This design comes from an exercise in tuning for small area on the open sky130 flow, not from production work.
Only simulation tests tie the RTL to the original design; equivalence was not proved.
Power and IR drop assume default switching activity.

==> run Y: inputs <==
## mastermind_top
module mastermind_top (
    input        clk,
    input        rst,         
    input        enterA,      
    input        enterB,      
    input  [2:0] letterIn,
    output [7:0] led,
    output [7:0] disp3,
    output [7:0] disp2,
    output [7:0] disp1,
    output [7:0] disp0
);
==> flow/config.mk <==
export PLATFORM = sky130hd
export DESIGN_NAME = mastermind_top
export DESIGN_NICKNAME = mastermind_top
export VERILOG_FILES = /design/flow/design.v
export SDC_FILE = /design/flow/constraint.sdc
export NUM_CORES = 4
export LEC_CHECK = 0
export ABC_AREA = 1
export CAP_MARGIN = 20
export CORE_MARGIN = 2
export CORE_UTILIZATION = 65
export CTS_BUF_LIST = sky130_fd_sc_hd__clkbuf_8
export SLEW_MARGIN = 20
==> flow/constraint.sdc <==
create_clock -name core_clock -period 10.0 [get_ports {clk}]
set_input_delay 2.0000 -clock core_clock [delete_from_list [all_inputs] [get_ports {clk}]]
set_output_delay 2.0000 -clock core_clock [all_outputs]
set_load 0.01 [all_outputs]
run.sh (not shown) runs the stock make flow with config.mk's settings and CLKGATE_MAP_FILE= SYNTH_SCRIPT=/design/flow/synth_recipe.tcl, a recipe that flattens the netlist after the stock synthesis.
==> run C: changes against run Y <==
--- a/flow/design.v
+++ b/flow/design.v
@@ -47,22 +47,22 @@
   localparam [6:0] S_OFF  = 7'b1111111, S_LINE = 7'b0111111,
                    S_ZERO = 7'b1000000, S_ONE  = 7'b1111001,
                    S_TWO  = 7'b0100100, S_THREE= 7'b0110000,
                    S_B    = 7'b0000011, S_P    = 7'b0001100;
   reg  [3:0] st;
   reg  [4:0] lo;          
   reg  [1:0] hi;          
   reg        maker;       
-  reg  [1:0] ptA, ptB;
+  reg  [1:0] ptA, ptB;    
   reg  [1:0] used_tries;  
   reg  [2:0] h3, h2, h1, h0;
   reg  [2:0] g3, g2, g1, g0;
   wire lo_last = (lo[4] & ~lo[3] & ~lo[1] & ~lo[0]);
-  wire te      = (hi == 2'd3) & lo_last;
+  wire te      = hi[1] & ~hi[0] & lo_last;
   wire mk_btn  = maker ? pa : pb;
   wire br_btn  = maker ? pb : pa;
   wire entry   = (st == CODE) | (st == GUESS);
   wire shown4  = (st == CODE4) | (st == GUESS4);
   wire btn     = (st == CODE || st == CODE4) ? mk_btn : br_btn;
   wire press   = btn & (|letterIn);
   reg [2:0] lcode;
   always @(*) begin
@@ -102,17 +102,17 @@
     end
     if (!ex[0]) begin
       if      (g0 == h3 && !used[3]) begin mi[0] = 1'b1; used[3] = 1'b1; end
       else if (g0 == h2 && !used[2]) begin mi[0] = 1'b1; used[2] = 1'b1; end
       else if (g0 == h1 && !used[1]) begin mi[0] = 1'b1; used[1] = 1'b1; end
     end
   end
   wire match_all = &ex;
-  wire won       = (ptA == 2'd2) | (ptB == 2'd2);
+  wire won       = ptA[1] | ptB[1];
   reg [3:0] nst;
   always @(*) begin
     nst = st;
     case (st)
       WAIT:   if (pa | pb) nst = SCORE;
       SCORE:  if (te) nst = MAKER;
       MAKER:  if (te) nst = CODE;
       CODE:   if (lo[3]) nst = BREAK;
@@ -120,58 +120,61 @@
       CODE4:  if (te) nst = BREAK;
               else if (press) nst = CODE;
       BREAK:  if (te) nst = TRIES;
       TRIES:  if (te) nst = GUESS;
       GUESS:  if (lo[3]) nst = CHECK;
               else if (press && lo[2]) nst = GUESS4;
       GUESS4: if (te) nst = CHECK;
               else if (press) nst = GUESS;
-      CHECK:  if (br_btn) nst = match_all ? ADD : (used_tries == 2'd2) ? REVEAL : TRIES;
+      CHECK:  if (br_btn) nst = match_all ? ADD : used_tries[1] ? REVEAL : TRIES;
       REVEAL: if (te) nst = ADD;
       ADD:    if (te) nst = won ? FINISH : SCORE;
       FINISH: if (pa | pb) nst = WAIT;
       default: nst = WAIT;
     endcase
   end
   always @(posedge clk) begin
     if (!rst) st <= WAIT;
     else        st <= nst;
   end
   always @(posedge clk) begin
-    if (nst != st) begin
-      lo <= (shown4 && !te) ? LO_CLR : 5'd0;
-      hi <= 2'd0;
+    if (st == WAIT || st == CHECK || (entry && (lo[3] || (press && lo[2])))) begin
+      lo <= 5'd0;
+      hi <= 2'b00;
+    end else if (shown4 && press && !te) begin
+      lo <= LO_CLR;
+      hi <= 2'b00;
     end else if (!entry || press) begin
       if (lo_last) begin
         lo <= 5'd0;
-        hi <= hi + 2'd1;
+        hi <= {hi[0], ~hi[1]};
       end else
         lo <= {lo[3:0], ~(lo[4] ^ lo[2])};
     end
   end
   always @(posedge clk) begin
     if (st == WAIT) maker <= pa;
     else if (st == ADD && te) maker <= ~maker;
   end
   always @(posedge clk) begin
     if (st == WAIT) begin
       ptA <= 2'd0;
       ptB <= 2'd0;
     end else if ((st == CHECK && br_btn && match_all && !maker) ||
                  (st == REVEAL && te && maker))
-      ptA <= ptA + 2'd1;
+      ptA <= {ptA[0], 1'b1};
     else if ((st == CHECK && br_btn && match_all && maker) ||
              (st == REVEAL && te && !maker))
-      ptB <= ptB + 2'd1;
+      ptB <= {ptB[0], 1'b1};
   end
   always @(posedge clk) begin
     if (st == WAIT || st == ADD) used_tries <= 2'd0;
-    else if (st == CHECK && br_btn && !match_all && used_tries != 2'd2)
-      used_tries <= used_tries + 2'd1;
+    else if (st == CHECK && br_btn && !match_all && !used_tries[1])
+      used_tries <= {used_tries[0], 1'b1};
   end
   always @(posedge clk) begin
     if (st == CODE && press) begin
       if (!lo[0]) h3 <= lcode;
       else if (!lo[1]) h2 <= lcode;
       else if (!lo[2]) h1 <= lcode;
       else h0 <= lcode;
     end
@@ -181,42 +184,41 @@
       else if (!lo[2]) g1 <= lcode;
       else g0 <= lcode;
     end
   end
   function [6:0] seg;
     input [2:0] q;
     seg = {q[2], 2'b00, ~q[2] & (~q[1] | q[0]), q[1], q[1], q[0] & (q[2] | ~q[1])};
   endfunction
-  function [6:0] num;
+  function [6:0] pts;
     input [1:0] n;
     case (n)
-      2'd1: num = S_ONE;
-      2'd2: num = S_TWO;
-      2'd3: num = S_THREE;
-      default: num = S_ZERO;
+      2'b01: pts = S_ONE;
+      2'b11: pts = S_TWO;
+      default: pts = S_ZERO;
     endcase
   endfunction
   reg       l3, l2, l1, l0;
   reg [2:0] q3, q2, q1, q0;
   reg [6:0] s3, s2, s1, s0;
   always @(*) begin
     l3 = 1'b0; l2 = 1'b0; l1 = 1'b0; l0 = 1'b0;
     q3 = g3; q2 = g2; q1 = g1; q0 = g0;
     s3 = S_OFF; s2 = S_OFF; s1 = S_LINE; s0 = S_OFF;
     LEDX = 8'h00;
     case (st)
       WAIT:   begin l2 = 1'b1; q2 = C_A; s0 = S_B; end
       SCORE, ADD:
-              begin s2 = num(ptA); s0 = num(ptB); end
-      FINISH: begin s2 = num(ptA); s0 = num(ptB);
-                    if (hi == 2'd0) LEDX = 8'hff; end
+              begin s2 = pts(ptA); s0 = pts(ptB); end
+      FINISH: begin s2 = pts(ptA); s0 = pts(ptB);
+                    if (hi == 2'b00) LEDX = 8'hff; end
       MAKER:  begin s2 = S_P; if (maker) begin l0 = 1'b1; q0 = C_A; end else s0 = S_B; end
       BREAK:  begin s2 = S_P; if (!maker) begin l0 = 1'b1; q0 = C_A; end else s0 = S_B; end
-      TRIES:  begin l2 = 1'b1; q2 = C_L; s0 = num(2'd3 - used_tries); end
+      TRIES:  begin l2 = 1'b1; q2 = C_L; s0 = used_tries[1] ? S_ONE : used_tries[0] ? S_TWO : S_THREE; end
       CODE:   begin
                 s1 = S_OFF;
                 q3 = h3; q2 = h2; q1 = h1;
                 if (lo[3]) ;
                 else if (lo[2]) begin s3 = S_LINE; s2 = S_LINE; l1 = 1'b1; end
                 else if (lo[1]) begin s3 = S_LINE; l2 = 1'b1; end
                 else if (lo[0]) l3 = 1'b1;
               end
==> flow/flow/run.sh (new file) <==
#!/bin/bash
# Own layout flow: the standard flow (standard.sh) with two changes:
#  - synthesis maps logic with flow/abc.script (area-oriented ABC script),
#  - the port buffers are the smallest buffer, sky130_fd_sc_hd__buf_1,
#  - clock tree synthesis without dummy loads (CTS_ARGS).
# All output of the flow goes to flow.log in the work folder; ORFS keeps each
# step's log under orfs/logs.
set -euo pipefail
WORK=$(pwd)
export OWN_ABC_SCRIPT="$WORK/flow/abc.script"
export CTS_ARGS="-sink_clustering_enable -repair_clock_nets -buf_list sky130_fd_sc_hd__clkbuf_8 -dont_use_dummy_load"
export BUFFER_PORTS_ARGS="-buffer_cell sky130_fd_sc_hd__buf_1"
bash standard.sh SYNTH_SCRIPT="$WORK/flow/synth.tcl" \
  "BUFFER_PORTS_ARGS=$BUFFER_PORTS_ARGS" "CTS_ARGS=$CTS_ARGS" finish > "$WORK/flow.log" 2>&1
==> flow/flow/abc.script (new file) <==
&get -n
&st
&deepsyn -J 200 -T 300
&dch -f
&nf -R 1000 -p -F 8 -A 4 -C 32
&put
==> flow/flow/synth.tcl (new file) <==
# The standard synthesis (synth_recipe.tcl), with ABC's technology mapping
# run on an area-oriented script (abc.script beside this file) in place of
# ORFS's own abc script. Flip-flop mapping (dfflibmap) is untouched.
proc synth {args} { yosys synth -nofsm -noshare {*}$args }
proc abc {args} {
  set i [lsearch -exact $args -script]
  if { $i >= 0 } {
    set args [lreplace $args $i [expr {$i + 1}] -script $::env(OWN_ABC_SCRIPT)]
  }
  yosys abc {*}$args
}
source $::env(SCRIPTS_DIR)/synth.tcl
# left out here: clear keep_hierarchy, flatten, clean up, hide names made inside functions, write 1_2_yosys.v
==> flow/standard.sh (new file) <==
#!/bin/bash
# synth_recipe.tcl (not shown) runs the flow's synth.tcl, then flattens the netlist and writes it again
# the make line also repeats each setting of config.mk as NAME=value (left out here)
make -C /OpenROAD-flow-scripts/flow DESIGN_CONFIG=/design/flow/config.mk WORK_HOME=/design/flow/orfs CLKGATE_MAP_FILE= SYNTH_SCRIPT=/design/flow/synth_recipe.tcl "${@:-finish}"
Settings changed: CAP_MARGIN 20 to 0, SLEW_MARGIN 20 to 0.
removed: flow/run.sh
==> summary.txt <==
- Between run C and run Y, the lower global-route usage is in run C (gap 1.7 points).
- Sequential share of layout area: run Y is lower than run C (7.8 points).
- Between run Y and run C, the lower setup slack is in run C (gap 590 ps).
- In run Y the critical path depth is lower than in run C, by 1.
- Synthesized cell count: run C is lower than run Y (38%).
- Combinational power: run Y is lower than run C (about 80%).
- Of run Y and run C, run Y has the higher die area (gap 26%, measured against run C).
- Of run Y and run C, run C has the higher sequential power (gap about 8%, measured against run C).

-- afterwards: timing with drivers on the ports --
The results above use ideal ports. As a check the final layouts listed here were re-extracted and re-timed, cells and wires unchanged. Step 1: set_driving_cell puts a clkbuf_16 on clk and a buf_2 on each other input, an assumption about the parent block. Step 2 times the ports against the registers' clock, not the clock port: input delays grow and output delays shrink by t, the midpoint of the rising clock arrivals with the driver on. Slacks: ideal ports / drivers / drivers and shift; pairs: ideal ports / drivers.
run	t (ns)	setup WS [ns]	hold WS [ns]
run Y	0.344	4.912 / 4.881 / 5.225	0.373 / 0.373 / 0.373
run C	0.324	4.325 / 4.297 / 4.621	0.369 / 0.369 / 0.369
After both steps every run listed still meets setup and hold.
